Background: an optimization exercise with open tools, aiming at small area. Do not read the settings as production practice. Function was checked by simulation only, so behaviour that the tests miss may differ from the original. No activity file was given, so power comes from the tool's default toggle rates.

==> build 35 <==
==> flow/design.v <==
`timescale 1ns/1ps
module vga_pic(e, lo, seg, a, b, e_n, lo_n, seg_n, a_n, b_n, hsync, vsync, pix);
  input e;
  wire e;
  input [5:0] lo;
  wire [5:0] lo;
  input [3:0] seg;
  wire [3:0] seg;
  input [7:0] a;
  wire [7:0] a;
  input [1:0] b;
  wire [1:0] b;
  output e_n;
  wire e_n;
  output [5:0] lo_n;
  wire [5:0] lo_n;
  output [3:0] seg_n;
  wire [3:0] seg_n;
  output [7:0] a_n;
  wire [7:0] a_n;
  output [1:0] b_n;
  wire [1:0] b_n;
  output hsync;
  wire hsync;
  output vsync;
  wire vsync;
  output pix;
  wire pix;
  wire _000_;
  wire _001_;
  wire _002_;
  wire _003_;
  wire _004_;
  wire _005_;
  wire _006_;
  wire _007_;
  wire _008_;
  wire _009_;
  wire _010_;
  wire _011_;
  wire _012_;
  wire _013_;
  wire _014_;
  wire _015_;
  wire _016_;
  wire _017_;
  wire _018_;
  wire _019_;
  wire _020_;
  wire _021_;
  wire _022_;
  wire _023_;
  wire _024_;
  wire _025_;
  wire _026_;
  wire _027_;
  wire _028_;
  wire _029_;
  wire _030_;
  wire _031_;
  wire _032_;
  wire _033_;
  wire _034_;
  wire _035_;
  wire _036_;
  wire _037_;
  wire _038_;
  wire _039_;
  wire _040_;
  wire _041_;
  wire _042_;
  wire _043_;
  wire _044_;
  wire _045_;
  wire _046_;
  wire _047_;
  wire _048_;
  wire _049_;
  wire _050_;
  wire _051_;
  wire _052_;
  wire _053_;
  wire _054_;
  wire _055_;
  wire _056_;
  wire _057_;
  wire _058_;
  wire _059_;
  wire _060_;
  wire _061_;
  wire _062_;
  wire _063_;
  wire _064_;
  wire _065_;
  wire _066_;
  wire _067_;
  wire _068_;
  wire _069_;
  wire _070_;
  wire _071_;
  wire _072_;
  wire _073_;
  wire _074_;
  wire _075_;
  wire _076_;
  wire _077_;
  wire _078_;
  wire _079_;
  wire _080_;
  wire _081_;
  wire _082_;
  wire _083_;
  wire _084_;
  wire _085_;
  wire _086_;
  wire _087_;
  wire _088_;
  wire _089_;
  wire _090_;
  wire _091_;
  wire _092_;
  wire _093_;
  wire _094_;
  wire _095_;
  wire _096_;
  wire _097_;
  wire _098_;
  wire _099_;
  wire _100_;
  wire _101_;
  wire _102_;
  wire _103_;
  wire _104_;
  wire _105_;
  wire _106_;
  wire _107_;
  wire _108_;
  wire _109_;
  wire _110_;
  wire _111_;
  wire _112_;
  wire _113_;
  wire _114_;
  wire _115_;
  wire _116_;
  wire _117_;
  wire _118_;
  wire _119_;
  wire _120_;
  wire _121_;
  wire _122_;
  wire _123_;
  wire _124_;
  wire _125_;
  wire _126_;
  wire _127_;
  wire _128_;
  wire _129_;
  wire _130_;
  wire _131_;
  wire _132_;
  wire _133_;
  wire _134_;
  wire _135_;
  wire _136_;
  wire _137_;
  wire _138_;
  wire _139_;
  wire _140_;
  wire _141_;
  wire _142_;
  wire _143_;
  wire _144_;
  wire _145_;
  wire _146_;
  wire _147_;
  wire _148_;
  wire _149_;
  wire _150_;
  wire _151_;
  wire _152_;
  wire _153_;
  wire _154_;
  wire _155_;
  wire _156_;
  wire _157_;
  wire _158_;
  wire _159_;
  wire _160_;
  wire _161_;
  wire _162_;
  wire _163_;
  wire _164_;
  wire _165_;
  wire b2;
  wire right;
  assign e_n = ~e;
  assign _121_ = a[2] & a[3];
  assign _122_ = a[0] & a[1];
  assign _123_ = seg[3] & lo[5];
  assign _124_ = lo[0] & lo[2];
  assign _125_ = ~(_123_ & _124_);
  assign _126_ = seg[2] & e;
  assign _127_ = seg[1] & seg[0];
  assign _128_ = ~(_126_ & _127_);
  assign _129_ = ~(_125_ | _128_);
  assign _130_ = _129_ & b[1];
  assign _131_ = _122_ & _130_;
  assign _132_ = _121_ & _131_;
  assign _133_ = ~(_132_ & a[4]);
  assign _134_ = ~a[5];
  assign _135_ = _133_ | _134_;
  assign _136_ = ~a[6];
  assign _137_ = a[5] & ~(a[1]);
  assign _138_ = ~(a[7] & a[6]);
  assign _139_ = _138_ | b[0];
  assign _140_ = _137_ & ~(_139_);
  assign _141_ = a[3] | a[4];
  assign _142_ = ~(_141_ | a[2]);
  assign _143_ = ~((_140_ & _142_) | a[0]);
  assign _144_ = _130_ & ~(_143_);
  assign _145_ = _144_ & ~(a[0]);
  assign _146_ = ~_145_;
  assign _147_ = ~((_135_ | _136_) & _146_);
  assign a_n[6] = ~((_135_ & _136_) | _147_);
  assign a_n[5] = _133_ ^ _134_;
  assign _148_ = ~a[4];
  assign _149_ = _148_ & ~(_132_);
  assign _150_ = _149_ & _146_;
  assign a_n[4] = _133_ & ~(_150_);
  assign _151_ = ~(_122_ & a[2]);
  assign _152_ = _151_ | ~(_130_);
  assign _153_ = ~a[3];
  assign a_n[3] = ~((_152_ & _153_) | _132_);
  assign a_n[2] = _131_ ^ a[2];
  assign _154_ = _144_ | a[1];
  assign a_n[1] = _154_ & ~(_131_);
  assign a_n[0] = _130_ ? _143_ : a[0];
  assign _155_ = ~(b[0] | b[1]);
  assign b_n[0] = _129_ ? _155_ : b[0];
  assign _156_ = seg[2] & ~(_129_);
  assign _157_ = ~seg[2];
  assign _158_ = ~(lo[4] & lo[5]);
  assign _159_ = lo[1] & lo[2];
  assign _160_ = e & lo[0];
  assign _161_ = _159_ & _160_;
  assign _162_ = ~(_161_ & lo[3]);
  assign _163_ = ~(_158_ | _162_);
  assign _164_ = ~_127_;
  assign _165_ = _163_ & ~(_164_);
  assign seg_n[2] = _165_ ? _157_ : _156_;
  assign _000_ = seg[0] & ~(_158_);
  assign _001_ = _000_ & ~(_162_);
  assign _002_ = _001_ ^ seg[1];
  assign _003_ = ~_129_;
  assign seg_n[1] = _002_ | ~(_003_);
  assign _004_ = ~((_163_ | seg[0]) & _003_);
  assign seg_n[0] = ~(_004_ | _001_);
  assign _005_ = ~lo[4];
  assign _006_ = _162_ ^ _005_;
  assign lo_n[4] = _006_ | ~(_003_);
  assign _007_ = ~((_161_ | lo[3]) & _003_);
  assign lo_n[3] = _162_ & ~(_007_);
  assign _008_ = _163_ | ~(_161_);
  assign _009_ = ~lo[1];
  assign _010_ = _160_ & ~(_009_);
  assign _011_ = ~((_010_ | lo[2]) & _003_);
  assign lo_n[2] = _008_ & ~(_011_);
  assign _012_ = _160_ ^ lo[1];
  assign lo_n[1] = _012_ | _129_;
  assign lo_n[0] = e ^ lo[0];
  assign _013_ = lo[3] ^ lo[2];
  assign _014_ = lo[3] ^ lo[5];
  assign _015_ = lo[4] & ~(lo[5]);
  assign _016_ = lo[5] & ~(lo[4]);
  assign _017_ = ~((_013_ | _014_) & (_015_ | _016_));
  assign _018_ = b[1] & ~(b[0]);
  assign _019_ = b[0] & ~(seg[0]);
  assign _020_ = ~(lo[0] | lo[2]);
  assign _021_ = lo[1] | lo[4];
  assign _022_ = _020_ & ~(_021_);
  assign _023_ = _022_ | b[1];
  assign _024_ = ~((_019_ & _023_) | _151_);
  assign _025_ = ~((_017_ | _018_) & _024_);
  assign _026_ = _025_ & ~(a[3]);
  assign _027_ = ~seg[1];
  assign _028_ = _009_ ? _016_ : _015_;
  assign _029_ = _017_ & ~(_028_);
  assign _030_ = _027_ & ~(_029_);
  assign _031_ = ~seg[0];
  assign _032_ = ~((_026_ | _148_) & (_030_ | _031_));
  assign _033_ = _155_ | ~(_122_);
  assign _034_ = ~((_033_ & _121_) | _027_);
  assign _035_ = _148_ & ~(_121_);
  assign _036_ = _035_ ^ lo[5];
  assign _037_ = _036_ & ~(_028_);
  assign _038_ = a[0] | a[1];
  assign _039_ = _155_ & ~(_038_);
  assign _040_ = _039_ | ~(a[2]);
  assign _041_ = _040_ & ~(_141_);
  assign _042_ = _018_ & _122_;
  assign _043_ = _142_ & ~(_042_);
  assign _044_ = ~((_037_ | _041_) & (_043_ | _017_));
  assign _045_ = ~((_034_ & _044_) | seg[0]);
  assign _046_ = _032_ | _045_;
  assign _047_ = ~_014_;
  assign _048_ = ~(_015_ | _016_);
  assign _049_ = ~((_039_ & _142_) | (_047_ & _048_));
  assign _050_ = _122_ | a[2];
  assign _051_ = a[3] & a[4];
  assign _052_ = seg[2] | ~(a[7]);
  assign _053_ = ~seg[3];
  assign _054_ = _052_ | _053_;
  assign _055_ = a[6] | a[5];
  assign _056_ = _054_ | _055_;
  assign _057_ = ~((_050_ & _051_) | _056_);
  assign _058_ = ~(_049_ & _057_);
  assign _059_ = _041_ & ~(_022_);
  assign _060_ = ~(lo[1] | lo[2]);
  assign _061_ = lo[3] & ~(_060_);
  assign _062_ = _061_ & ~(_020_);
  assign _063_ = _159_ | lo[3];
  assign _064_ = ~(_063_ | _124_);
  assign _065_ = _005_ ? _064_ : _062_;
  assign _066_ = _043_ | _164_;
  assign _067_ = _065_ | _066_;
  assign _068_ = ~((_059_ & _017_) | _067_);
  assign _069_ = _058_ | _068_;
  assign _070_ = ~(lo[3] | lo[2]);
  assign _071_ = _070_ | _141_;
  assign _072_ = ~((_124_ & lo[3]) | _071_);
  assign _073_ = a[3] & ~(a[4]);
  assign _074_ = ~((_013_ & a[2]) | _047_);
  assign _075_ = _074_ ? _073_ : _072_;
  assign _076_ = ~(a[2] ^ lo[2]);
  assign _077_ = ~lo[5];
  assign _078_ = lo[0] & ~(a[0]);
  assign _079_ = _077_ & ~(_078_);
  assign _080_ = a[1] | ~(lo[1]);
  assign _081_ = a[1] ? _009_ : lo[5];
  assign _082_ = ~((_079_ & _080_) | _081_);
  assign _083_ = a[0] & lo[0];
  assign _084_ = ~(lo[1] ^ a[1]);
  assign _085_ = lo[5] & ~(_084_);
  assign _086_ = _083_ & _085_;
  assign _087_ = _082_ | _086_;
  assign _088_ = _076_ ^ _087_;
  assign _089_ = _075_ & ~(_088_);
  assign _090_ = _063_ & ~(_084_);
  assign _091_ = ~lo[0];
  assign _092_ = ~a[0];
  assign _093_ = ~((_090_ | _091_) & (_084_ | _092_));
  assign _094_ = _014_ & ~(_083_);
  assign _095_ = ~((_061_ | _085_) & _094_);
  assign _096_ = _093_ & ~(_095_);
  assign _097_ = ~_018_;
  assign _098_ = _121_ | b[0];
  assign _099_ = ~((lo[1] | a[0]) & a[2]);
  assign _100_ = ~(_099_ & _153_);
  assign _101_ = _078_ | ~(_084_);
  assign _102_ = ~((lo[0] & _077_) | _092_);
  assign _103_ = _101_ | _102_;
  assign _104_ = ~_086_;
  assign _105_ = ~((_098_ & _100_) | (_103_ & _104_));
  assign _106_ = ~((_096_ | _097_) & (_105_ | b[1]));
  assign _107_ = seg[0] | ~(_030_);
  assign _108_ = ~((_089_ & _106_) | _107_);
  assign _109_ = _069_ | _108_;
  assign pix = _046_ & ~(_109_);
  assign _110_ = ~(b[1] | a[6]);
  assign _111_ = _110_ & ~(a[7]);
  assign _112_ = a[3] | ~(a[1]);
  assign _113_ = ~(a[4] & a[5]);
  assign _114_ = _112_ | _113_;
  assign _115_ = _111_ & ~(_114_);
  assign vsync = _115_ & ~(_050_);
  assign _116_ = seg[2] | ~(seg[1]);
  assign _117_ = _116_ | seg[3];
  assign hsync = ~((_063_ & _000_) | _117_);
  assign a_n[7] = _147_ ^ a[7];
  assign b_n[1] = _129_ ? b[0] : b[1];
  assign _118_ = ~(_165_ & seg[2]);
  assign seg_n[3] = ~((_118_ & _053_) | _129_);
  assign _119_ = ~((_162_ | _005_) & _077_);
  assign _120_ = _163_ | _129_;
  assign lo_n[5] = _119_ & ~(_120_);
  assign right = lo[5];
  assign b2 = b[1];
endmodule
`timescale 1ns/1ps
module vga_colorbar(
    input  wire        sys_clk,
    input  wire        sys_rst_n,
    output wire        hsync,
    output wire        vsync,
    output wire [15:0] rgb
);
reg        e;
reg [5:0]  lo;
reg [3:0]  seg;
reg [7:0]  a;
reg [1:0]  b;
wire       e_n;
wire [5:0] lo_n;
wire [3:0] seg_n;
wire [7:0] a_n;
wire [1:0] b_n;
wire       pix;
vga_pic logic_inst (
    .e(e), .lo(lo), .seg(seg), .a(a), .b(b),
    .e_n(e_n), .lo_n(lo_n), .seg_n(seg_n), .a_n(a_n), .b_n(b_n),
    .hsync(hsync), .vsync(vsync), .pix(pix)
);
always @(posedge sys_clk or negedge sys_rst_n) begin
    if (!sys_rst_n) begin
        e   <= 1'b1;
        lo  <= 6'd18;
        seg <= 4'd2;
        a   <= 8'd50;
        b   <= 2'd0;
    end else begin
        e   <= e_n;
        lo  <= lo_n;
        seg <= seg_n;
        a   <= a_n;
        b   <= b_n;
    end
end
assign rgb = {16{pix}};
endmodule
==> flow/flow/run.sh <==
#!/bin/bash
# Layout flow: the standard flow (standard.sh), with two changes:
#  - synthesis is the standard flow's own script (synth_recipe.tcl), except that ABC maps
#    the logic with an area-oriented script (area.abc) instead of ORFS's
#    delay-oriented one, and Yosys's half/full-adder extraction is skipped so
#    that ABC sees all the logic; the registers, their names and cell types
#    are those of the standard synthesis;
#  - the port buffers are sky130_fd_sc_hd__buf_1.
# ORFS writes each tool's log under orfs/logs; make's output is in flow_make.log.
set -euo pipefail
W=$(pwd)
export MY_FLOW_DIR="$W/flow"
bash standard.sh "SYNTH_SCRIPT=$W/flow/my_synth.tcl" \
    "BUFFER_PORTS_ARGS=-buffer_cell sky130_fd_sc_hd__buf_1" finish > "$W/flow_make.log" 2>&1
==> flow/flow/area.abc <==
strash
dch -f
amap
topo
==> flow/flow/my_synth.tcl <==
# The standard flow's synthesis script (synth_recipe.tcl) with two changes: ABC runs
# flow/area.abc (area-oriented mapping) instead of ORFS's script, and
# extract_fa (half/full-adder extraction) is skipped.
proc abc {args} {
  set i [lsearch -exact $args -script]
  if { $i >= 0 } {
    lset args [expr { $i + 1 }] $::env(MY_FLOW_DIR)/area.abc
  }
  puts "abc (area script): $args"
  yosys abc {*}$args
}
proc extract_fa {args} {
  puts "extract_fa skipped"
}
proc insbuf {args} {
  puts "insbuf skipped"
}
source $::env(MY_FLOW_DIR)/../synth_recipe.tcl
==> flow/standard.sh <==
#!/bin/bash
# synth_recipe.tcl (not shown) runs the flow's synth.tcl, then flattens the netlist and writes it again
# the make line also repeats each setting of config.mk as NAME=value (left out here)
make -C /OpenROAD-flow-scripts/flow DESIGN_CONFIG=/design/flow/config.mk WORK_HOME=/design/flow/orfs CLKGATE_MAP_FILE= SYNTH_SCRIPT=/design/flow/synth_recipe.tcl "${@:-finish}"
==> flow/config.mk <==
export PLATFORM = sky130hd
export DESIGN_NAME = vga_colorbar
export DESIGN_NICKNAME = vga_colorbar
export VERILOG_FILES = /design/flow/design.v
export SDC_FILE = /design/flow/constraint.sdc
export NUM_CORES = 4
export LEC_CHECK = 0
export CAP_MARGIN = 20
export CORE_AREA = 2.3 2.72 59.8 59.84
export DIE_AREA = 0 0 62 62
export GPL_TIMING_DRIVEN = 0
export PLACE_DENSITY = 0.9
export SLEW_MARGIN = 20
==> flow/constraint.sdc <==
create_clock -name core_clock -period 20.0 [get_ports {sys_clk}]
set_input_delay 4.0000 -clock core_clock [delete_from_list [all_inputs] [get_ports {sys_clk}]]
set_output_delay 4.0000 -clock core_clock [all_outputs]
set_load 0.01 [all_outputs]
==> build 76: changes against build 35 <==
--- a/flow/flow/my_synth.tcl
+++ b/flow/flow/my_synth.tcl
@@ -12,7 +12,4 @@
 proc extract_fa {args} {
   puts "extract_fa skipped"
 }
-proc insbuf {args} {
-  puts "insbuf skipped"
-}
 source $::env(MY_FLOW_DIR)/../synth_recipe.tcl
--- a/flow/config.mk
+++ b/flow/config.mk
@@ -8,6 +8,5 @@
 export CAP_MARGIN = 20
 export CORE_AREA = 2.3 2.72 59.8 59.84
 export DIE_AREA = 0 0 62 62
-export GPL_TIMING_DRIVEN = 0
 export PLACE_DENSITY = 0.9
 export SLEW_MARGIN = 20
==> qor summary <==
quantity	build 35	build 76
Status	no timing/DRC/antenna violations	no timing/DRC/antenna violations
Switching power total	0.0136 mW	0.0139 mW
Area growth syn-to-layout	12.7%	3.13%
Pwr dens	44.3 nW/um^2	44.5 nW/um^2
Post-placement setup slack	13.17 ns	13.25 ns
Highest cell delay on the worst timing path	0.59 ns	0.60 ns
Synthesized area per cell	7.49 sq um	7.49 sq um
Length of the first detailed-routing pass in iterations	4	5
Relative area of clock buffers and inverters in the final design	1.82%	1.82%
Cell Int Power	0.0504 mW	0.0504 mW
Finished Core Util	44.0%	44.0%
Met1 routed wirelength after detailed routing	1450 um	1410 um
Clock insertion delay at the later pin of the skew report	0.30 ns	0.31 ns
GR Util met2	28.6%	28.3%
Clock network fraction of total power	32.2%	32.5%
Worst Reg-to-Reg Cells	12	10
Violation count after the first detailed-routing iteration	70	105
Clock Skew	0.00225 ns	0.00194 ns
Nets@finish	197	198
GRT Total Usage	17.9%	18.7%
Met3 wire length	221 um	276 um
Final Power	0.0640 mW	0.0642 mW
Minimum setup slack among reg-to-reg paths	16.92 ns	17.26 ns
Compound-Gate Fraction of Synth Area	28.2%	25.8%
Vias in the first global route	1151	1164
Timing-limited maximum frequency	139 MHz	140 MHz

==> static timing again, ports no longer ideal <==
No port has a modelled driver above. Below, the same layouts with a new extraction and two added sets of constraints. Step 1 sets driving cells, clkbuf_16 on the clock port and buf_2 on the other inputs (assumed; they add their load-dependent delay and slew). Step 2, shift: input delay + t, output delay - t, t = (earliest + latest rising clock arrival at the registers) / 2. This alone moves slack from input paths to output paths. Slacks: no drivers / after step 1 / after step 2; pairs: no drivers / after step 1.
run | t, ns | setup slack, ns | hold slack, ns | slew at the worst register clock pin (ns) | cell pins on the clock port's net
build 35 | 0.325 | 12.825 / 12.803 / 13.128 | 0.504 / 0.504 / 0.504 | 0.11 / 0.11 | 1
build 76 | 0.326 | 12.862 / 12.842 / 13.168 | 0.500 / 0.500 / 0.500 | 0.12 / 0.12 | 1
After both steps setup and hold are still met in every run listed.
